Source: an optimization exercise on an open RTL-to-GDS flow (aim: small area, a short achievable clock period and few clock cycles per item). Production flows keep margins and buffers that such runs may drop. Where RTL was checked, it was by simulation tests only, not by an equivalence proof against the original. Power figures rest on the tool's default switching activity, not on a simulated workload.

==> run a: inputs <==
==> flow/design.v <==
`timescale 1ns/1ps
module dut(
    clk    ,
    rst_n  ,
    addr   ,
    din    ,
    rw     ,
    enable ,
    dout   ,
    txd    ,
    tx_vld ,
    rxd    ,
    rx_vld
);
input         clk    ;
input         rst_n  ;
input  [7:0 ] addr   ;
input  [31:0] din    ;
input         rw     ;
input         enable ;
output [31:0] dout   ;
input  [7:0 ] rxd    ;
input         rx_vld ;
output [7:0 ] txd    ;
output        tx_vld ;
reg  [7:0 ] txd  ;
reg         tx_vld ;
function lt10;
    input [9:0] a;
    input [9:0] b;
    integer k;
    reg r;
    begin
        r = 1'b0;
        for (k = 0; k < 10; k = k + 1)
            r = (~a[k] & b[k]) | ((~a[k] | b[k]) & r);
        lt10 = r;
    end
endfunction
reg         pkt_en ;
reg  [8:0 ] min_pkt_size ;    
reg  [9:0 ] max_pkt_size ;
wire        write = ~rw & enable;
wire [9:0 ] d     = din[9:0];
always @(posedge clk or negedge rst_n) begin
    if (!rst_n) begin
        pkt_en       <= 1'b0;
        min_pkt_size <= 9'd64;
        max_pkt_size <= 10'd512;
    end
    else if (write) begin
        if (addr == 8'h0)
            pkt_en <= d[0];
        if ((addr == 8'h4) && (|d[9:6]) && lt10(d, max_pkt_size))
            min_pkt_size <= d[8:0];
        if ((addr == 8'h8) && (~d[9] | ~|d[8:0]) && lt10({1'b0, min_pkt_size}, d))
            max_pkt_size <= d;
    end
end
assign dout[31:10] = 22'h0;
wire [9:0] dz76, dz54, dz10, dt8, dt4;
genvar g;
generate
    for (g = 0; g < 10; g = g + 1) begin : g_dout
        g_nor2  u_z76 (.a(addr[7]), .b(addr[6]), .y(dz76[g]));
        g_nor2  u_z54 (.a(addr[5]), .b(addr[4]), .y(dz54[g]));
        g_nor2  u_z10 (.a(addr[1]), .b(addr[0]), .y(dz10[g]));
        g_and3b u_t8  (.an(addr[2]), .b(addr[3]), .c(max_pkt_size[g]), .y(dt8[g]));
        if (g == 0) begin : g_b0
            wire t4, t0;
            g_and3b u_t4 (.an(addr[3]), .b(addr[2]), .c(min_pkt_size[0]), .y(t4));
            g_nor3b u_t0 (.a(addr[3]), .b(addr[2]), .cn(pkt_en), .y(t0));
            g_o3111a u_y (.a1(dt8[0]), .a2(t4), .a3(t0), .b1(dz76[0]), .c1(dz54[0]), .d1(dz10[0]), .x(dout[0]));
        end
        else if (g < 9) begin : g_b
            g_and3b u_t4 (.an(addr[3]), .b(addr[2]), .c(min_pkt_size[g]), .y(dt4[g]));
            g_o2111a u_y (.a1(dt8[g]), .a2(dt4[g]), .b1(dz76[g]), .c1(dz54[g]), .d1(dz10[g]), .x(dout[g]));
        end
        else begin : g_b9
            g_and4 u_y (.a(dt8[9]), .b(dz76[9]), .c(dz54[9]), .d(dz10[9]), .x(dout[9]));
        end
    end
endgenerate
reg  [4095:0] line ;
always @(posedge clk)
    line <= {line[4087:0], rxd};
reg         rx_prev ;    
reg         second ;     
reg  [9:0 ] cnt ;        
reg         over ;       
reg         hdr_ok ;
reg  [4:0 ] tap ;        
reg         pend ;
reg  [3:0 ] wait_cnt ;
wire        frame_end = rx_prev & ~rx_vld;
wire        accept    = pkt_en & hdr_ok & ~over & ~lt10(max_pkt_size, cnt) &
                        ~lt10(cnt, {1'b0, min_pkt_size});
wire        aligned   = (cnt[3:0] == 4'h0);
wire        start     = (frame_end & accept & aligned) | (pend & (wait_cnt == 4'h0));
always @(posedge clk or negedge rst_n) begin
    if (!rst_n) begin
        rx_prev <= 1'b0;
        pend    <= 1'b0;
        tx_vld  <= 1'b0;
    end
    else begin
        rx_prev <= rx_vld;
        if (frame_end & accept & ~aligned)
            pend <= 1'b1;
        else if (start)
            pend <= 1'b0;
        if (start)
            tx_vld <= 1'b1;
        else if (cnt == 10'd1)
            tx_vld <= 1'b0;
    end
end
always @(posedge clk) begin
    second <= rx_vld & ~rx_prev;
    if (rx_vld) begin
        tap <= cnt[8:4];
        if (!rx_prev) begin
            cnt  <= 10'd1;
            over <= 1'b0;
        end
        else begin
            cnt  <= cnt + 10'd1;
            over <= over | cnt[9];
        end
        if (second)
            hdr_ok <= (line[7:0] == 8'h55) & (rxd == 8'hd5);
    end
    else if (tx_vld)
        cnt <= cnt - 10'd1;
    if (frame_end)
        wait_cnt <= ~cnt[3:0];
    else
        wait_cnt <= wait_cnt - 4'd1;
end
reg  [7:0 ] tap_data ;
integer     i ;
always @(*) begin
    tap_data = 8'h0;
    for (i = 3; i < 32; i = i + 1)
        tap_data = tap_data | (line[(16*i+15)*8 +: 8] & {8{tap == i}});
end
always @(posedge clk)
    txd <= tap_data;
endmodule
module g_nor2(a, b, y);
input a, b;
output y;
assign y = ~(a | b);
endmodule
module g_and3b(an, b, c, y);
input an, b, c;
output y;
assign y = ~an & b & c;
endmodule
module g_nor3b(a, b, cn, y);
input a, b, cn;
output y;
assign y = ~(a | b | ~cn);
endmodule
module g_o2111a(a1, a2, b1, c1, d1, x);
input a1, a2, b1, c1, d1;
output x;
assign x = (a1 | a2) & b1 & c1 & d1;
endmodule
module g_o3111a(a1, a2, a3, b1, c1, d1, x);
input a1, a2, a3, b1, c1, d1;
output x;
assign x = (a1 | a2 | a3) & b1 & c1 & d1;
endmodule
module g_and4(a, b, c, d, x);
input a, b, c, d;
output x;
assign x = a & b & c & d;
endmodule
==> flow/run.sh <==
#!/bin/bash
# synth_recipe.tcl (not shown) runs the flow's synth.tcl, then flattens the netlist and writes it again
# the make line also repeats each setting of config.mk as NAME=value (left out here)
make -C /OpenROAD-flow-scripts/flow DESIGN_CONFIG=/design/flow/config.mk WORK_HOME=/design/flow/orfs CLKGATE_MAP_FILE= SYNTH_SCRIPT=/design/flow/synth_recipe.tcl finish
==> flow/config.mk <==
export PLATFORM = sky130hd
export DESIGN_NAME = dut
export DESIGN_NICKNAME = dut
export VERILOG_FILES = /design/flow/design.v
export SDC_FILE = /design/flow/constraint.sdc
export NUM_CORES = 8
export LEC_CHECK = 0
export CAP_MARGIN = 40
export CORE_MARGIN = 2
export CORE_UTILIZATION = 60
export CTS_BUF_LIST = sky130_fd_sc_hd__clkbuf_8
export CTS_CLUSTER_DIAMETER = 50
export CTS_CLUSTER_SIZE = 20
export PLACE_DENSITY = 0.7
export SETUP_SLACK_MARGIN = 5
export SLEW_MARGIN = 40
export SYNTH_HIERARCHICAL = 1
export SYNTH_MINIMUM_KEEP_SIZE = 0
==> flow/constraint.sdc <==
create_clock -name core_clock -period 9.0 [get_ports {clk}]
set_input_delay 1.8000 -clock core_clock [delete_from_list [all_inputs] [get_ports {clk}]]
set_output_delay 1.8000 -clock core_clock [all_outputs]
set_load 0.01 [all_outputs]
==> run b: changes against run a <==
==> flow/design.v, changed modules only <==
module dut(
    clk    ,
    rst_n  ,
    addr   ,
    din    ,
    rw     ,
    enable ,
    dout   ,
    txd    ,
    tx_vld ,
    rxd    ,
    rx_vld
);
input         clk    ;
input         rst_n  ;
input  [7:0 ] addr   ;
input  [31:0] din    ;
input         rw     ;
input         enable ;
output [31:0] dout   ;
input  [7:0 ] rxd    ;
input         rx_vld ;
output [7:0 ] txd    ;
output        tx_vld ;
function lt10;
    input [9:0] a;
    input [9:0] b;
    integer k;
    reg r;
    begin
        r = 1'b0;
        for (k = 0; k < 10; k = k + 1)
            r = (~a[k] & b[k]) | ((~a[k] | b[k]) & r);
        lt10 = r;
    end
endfunction
reg         pkt_en ;
reg  [8:0 ] min_pkt_size ;    
reg  [9:0 ] max_pkt_size ;
wire        write = ~rw & enable;
wire [9:0 ] d     = din[9:0];
always @(posedge clk or negedge rst_n) begin
    if (!rst_n) begin
        pkt_en       <= 1'b0;
        min_pkt_size <= 9'd64;
        max_pkt_size <= 10'd512;
    end
    else if (write) begin
        if (addr == 8'h0)
            pkt_en <= d[0];
        if ((addr == 8'h4) && (|d[9:6]) && lt10(d, max_pkt_size))
            min_pkt_size <= d[8:0];
        if ((addr == 8'h8) && (~d[9] | ~|d[8:0]) && lt10({1'b0, min_pkt_size}, d))
            max_pkt_size <= d;
    end
end
assign dout[31:10] = 22'h0;
genvar g;
generate
    for (g = 0; g < 10; g = g + 1) begin : g_dout
        wire z76, z54, z10, nz, s8, w;
        g_nor2   u_z76 (.a(addr[7]), .b(addr[6]), .y(z76));
        g_nor2   u_z54 (.a(addr[5]), .b(addr[4]), .y(z54));
        g_nor2   u_z10 (.a(addr[1]), .b(addr[0]), .y(z10));
        g_nand3  u_nz  (.a(z76), .b(z54), .c(z10), .y(nz));       
        g_nor2b  u_s8  (.a(addr[2]), .bn(addr[3]), .y(s8));       
        if (g == 0) begin : g_b0
            wire s4, s0, w0;
            g_nor2b  u_s4 (.a(addr[3]), .bn(addr[2]), .y(s4));    
            g_nor2   u_s0 (.a(addr[3]), .b(addr[2]), .y(s0));     
            g_a22oi  u_w  (.a1(s8), .a2(max_pkt_size[0]), .b1(s4), .b2(min_pkt_size[0]), .y(w));
            g_nand2  u_w0 (.a(s0), .b(pkt_en), .y(w0));
            g_a21oi  u_y  (.a1(w), .a2(w0), .b1(nz), .y(dout[0]));
        end
        else begin : g_b
            if (g < 9) begin : g_w
                wire s4;
                g_nor2b  u_s4 (.a(addr[3]), .bn(addr[2]), .y(s4));
                g_a22oi  u_w  (.a1(s8), .a2(max_pkt_size[g]), .b1(s4), .b2(min_pkt_size[g]), .y(w));
            end
            else begin : g_w9
                g_nand2  u_w  (.a(s8), .b(max_pkt_size[9]), .y(w));
            end
            g_nor2   u_y  (.a(w), .b(nz), .y(dout[g]));
        end
    end
endgenerate
reg  [4087:0] line ;
always @(posedge clk)
    line <= {line[4079:0], rxd};
reg         rx_prev ;    
reg         second ;     
reg  [9:0 ] cnt ;        
reg         over ;       
reg         hdr_ok ;
reg         acc ;        
reg  [4:0 ] tap ;        
reg         pend ;
reg  [3:0 ] wait_cnt ;
reg         tx_on ;      
reg  [7:0 ] tx_byte ;
wire [9:0 ] cnt_inc   = cnt + 10'd1;
wire [9:0 ] cnt_rx    = rx_prev ? cnt_inc : 10'd1;
wire        over_rx   = rx_prev & (over | cnt[9]);
wire        frame_end = rx_prev & ~rx_vld;
wire        now       = frame_end & acc & (cnt[3:0] == 4'h0);
wire        start     = (frame_end & acc & (cnt[3:0] == 4'hf)) | (pend & (wait_cnt == 4'h1));
wire        ready_n   = ~(rx_prev & acc & (cnt[3:0] == 4'h0));
g_o21ai u_tx_vld (.a1(ready_n), .a2(rx_vld), .b1(~tx_on), .y(tx_vld));
assign txd    = tx_on ? tx_byte : 8'h55;
always @(posedge clk or negedge rst_n) begin
    if (!rst_n) begin
        rx_prev <= 1'b0;
        pend    <= 1'b0;
        tx_on   <= 1'b0;
    end
    else begin
        rx_prev <= rx_vld;
        if (frame_end & acc & (cnt[3:0] != 4'h0) & (cnt[3:0] != 4'hf))
            pend <= 1'b1;
        else if (start)
            pend <= 1'b0;
        if (start | now)
            tx_on <= 1'b1;
        else if (cnt == 10'd1)
            tx_on <= 1'b0;
    end
end
always @(posedge clk) begin
    second <= rx_vld & ~rx_prev;
    if (rx_vld) begin
        tap  <= cnt[8:4];
        cnt  <= cnt_rx;
        over <= over_rx;
        acc  <= pkt_en & hdr_ok & ~over_rx & ~lt10(max_pkt_size, cnt_rx) &
                ~lt10(cnt_rx, {1'b0, min_pkt_size});
        if (second)
            hdr_ok <= (line[7:0] == 8'h55) & (rxd == 8'hd5);
    end
    else if (tx_vld)
        cnt <= cnt - 10'd1;
    if (frame_end)
        wait_cnt <= ~cnt[3:0];
    else
        wait_cnt <= wait_cnt - 4'd1;
end
reg  [7:0 ] tap_data ;
integer     i ;
always @(*) begin
    tap_data = 8'h0;
    for (i = 3; i < 32; i = i + 1)
        tap_data = tap_data | (line[(16*i+14)*8 +: 8] & {8{tap == i}});
end
always @(posedge clk)
    tx_byte <= tap_data;
endmodule
module g_nand2(a, b, y);
input a, b;
output y;
assign y = ~(a & b);
endmodule
module g_nand3(a, b, c, y);
input a, b, c;
output y;
assign y = ~(a & b & c);
endmodule
module g_nand3b(an, b, c, y);
input an, b, c;
output y;
assign y = ~(~an & b & c);
endmodule
module g_nor2b(a, bn, y);
input a, bn;
output y;
assign y = ~(a | ~bn);
endmodule
module g_a21oi(a1, a2, b1, y);
input a1, a2, b1;
output y;
assign y = ~((a1 & a2) | b1);
endmodule
module g_a31oi(a1, a2, a3, b1, y);
input a1, a2, a3, b1;
output y;
assign y = ~((a1 & a2 & a3) | b1);
endmodule
module g_a22oi(a1, a2, b1, b2, y);
input a1, a2, b1, b2;
output y;
assign y = ~((a1 & a2) | (b1 & b2));
endmodule
module g_o21ai(a1, a2, b1, y);
input a1, a2, b1;
output y;
assign y = ~((a1 | a2) & b1);
endmodule
// module g_and3b removed
// module g_nor3b removed
// module g_o2111a removed
// module g_o3111a removed
// module g_and4 removed
==> flow/flow/run.sh (new file) <==
#!/bin/bash
# The standard layout, with two changes to how ORFS is driven:
#  - clock tree synthesis without dummy loads, with clkbuf_8 clusters of <= 20 sinks
#  - port buffers start as buf_1 (the resizer sizes them up where timing needs it)
set -euo pipefail
export CTS_ARGS="-sink_clustering_enable -repair_clock_nets -buf_list sky130_fd_sc_hd__clkbuf_8 -sink_clustering_size 21 -sink_clustering_max_diameter 50 -dont_use_dummy_load"
export BUFFER_PORTS_ARGS="-buffer_cell sky130_fd_sc_hd__buf_1"
bash standard.sh > flow_make.log 2>&1
==> flow/standard.sh (new file) <==
#!/bin/bash
# synth_recipe.tcl (not shown) runs the flow's synth.tcl, then flattens the netlist and writes it again
# the make line also repeats each setting of config.mk as NAME=value (left out here)
make -C /OpenROAD-flow-scripts/flow DESIGN_CONFIG=/design/flow/config.mk WORK_HOME=/design/flow/orfs CLKGATE_MAP_FILE= SYNTH_SCRIPT=/design/flow/synth_recipe.tcl "${@:-finish}"
Settings changed: CAP_MARGIN 40 to 15, SETUP_SLACK_MARGIN 5 to 4.8, SLEW_MARGIN 40 to 15.
removed: flow/run.sh
==> summary.txt <==
metric	run b	run a
Number of CTS-inserted buffers	225	234
Run status	finished clean	finished clean
Final WS setup	4.64 ns	4.72 ns
Number of enable flip-flop cells after synthesis	18	17
Total die area	148,000 µm²	149,000 µm²
Proportion of final cell area spent on non-clock buffers	0.00717	0.00840
Multi-input combinational area share	0.0399	0.0414
Post-route worst hold slack	0.236 ns	0.296 ns
Comb group	0.440 mW	0.579 mW
GRT Resource Usage Total	0.150	0.155
Wirelength per Cell	15.8 µm	16.3 µm
Depth of the critical timing path with buffers and inverters included	6	4
Later-pin clock latency in the skew report	0.95 ns	0.97 ns
Count of placed standard cells including taps	6,662	6,718
Number of non-filler instances in the completed layout	6,906	7,011
Met1 global-route usage	0.235	0.230
Via count	30,567	31,136
Testbench counts of run a, summed over its fixed seeds: cycles 100,898, frames 156.
No functional check of the RTL was part of run b.

## static timing again, ports no longer ideal
No port has a modelled driver above. Below, the same layouts with a new extraction and two added sets of constraints. Step 1 assumes that a clkbuf_16 drives the clock port and a buf_2 every other input. Step 2 moves the port delays by t, midway between the first and last clock arrival at a register: inputs arrive t later, outputs are due t later. That takes back most of the time a late clock gives input paths. Slacks: ideal ports / drivers / drivers and shift; pairs: ideal ports / drivers.
run | t (ns) | slack for setup (ns) | hold slack, ns | cell pins on the clock port's net
run a | 1.019 | 4.716 / 4.455 / 4.421 | 0.296 / 0.296 / 0.296 | 1
run b | 0.959 | 4.637 / 4.586 / 4.286 | 0.236 / 0.236 / 0.236 | 1
After both steps every run listed still meets setup and hold. For run b, which loses most, drivers alone change the setup slack by -0.051 ns; drivers and shift together by -0.351 ns.
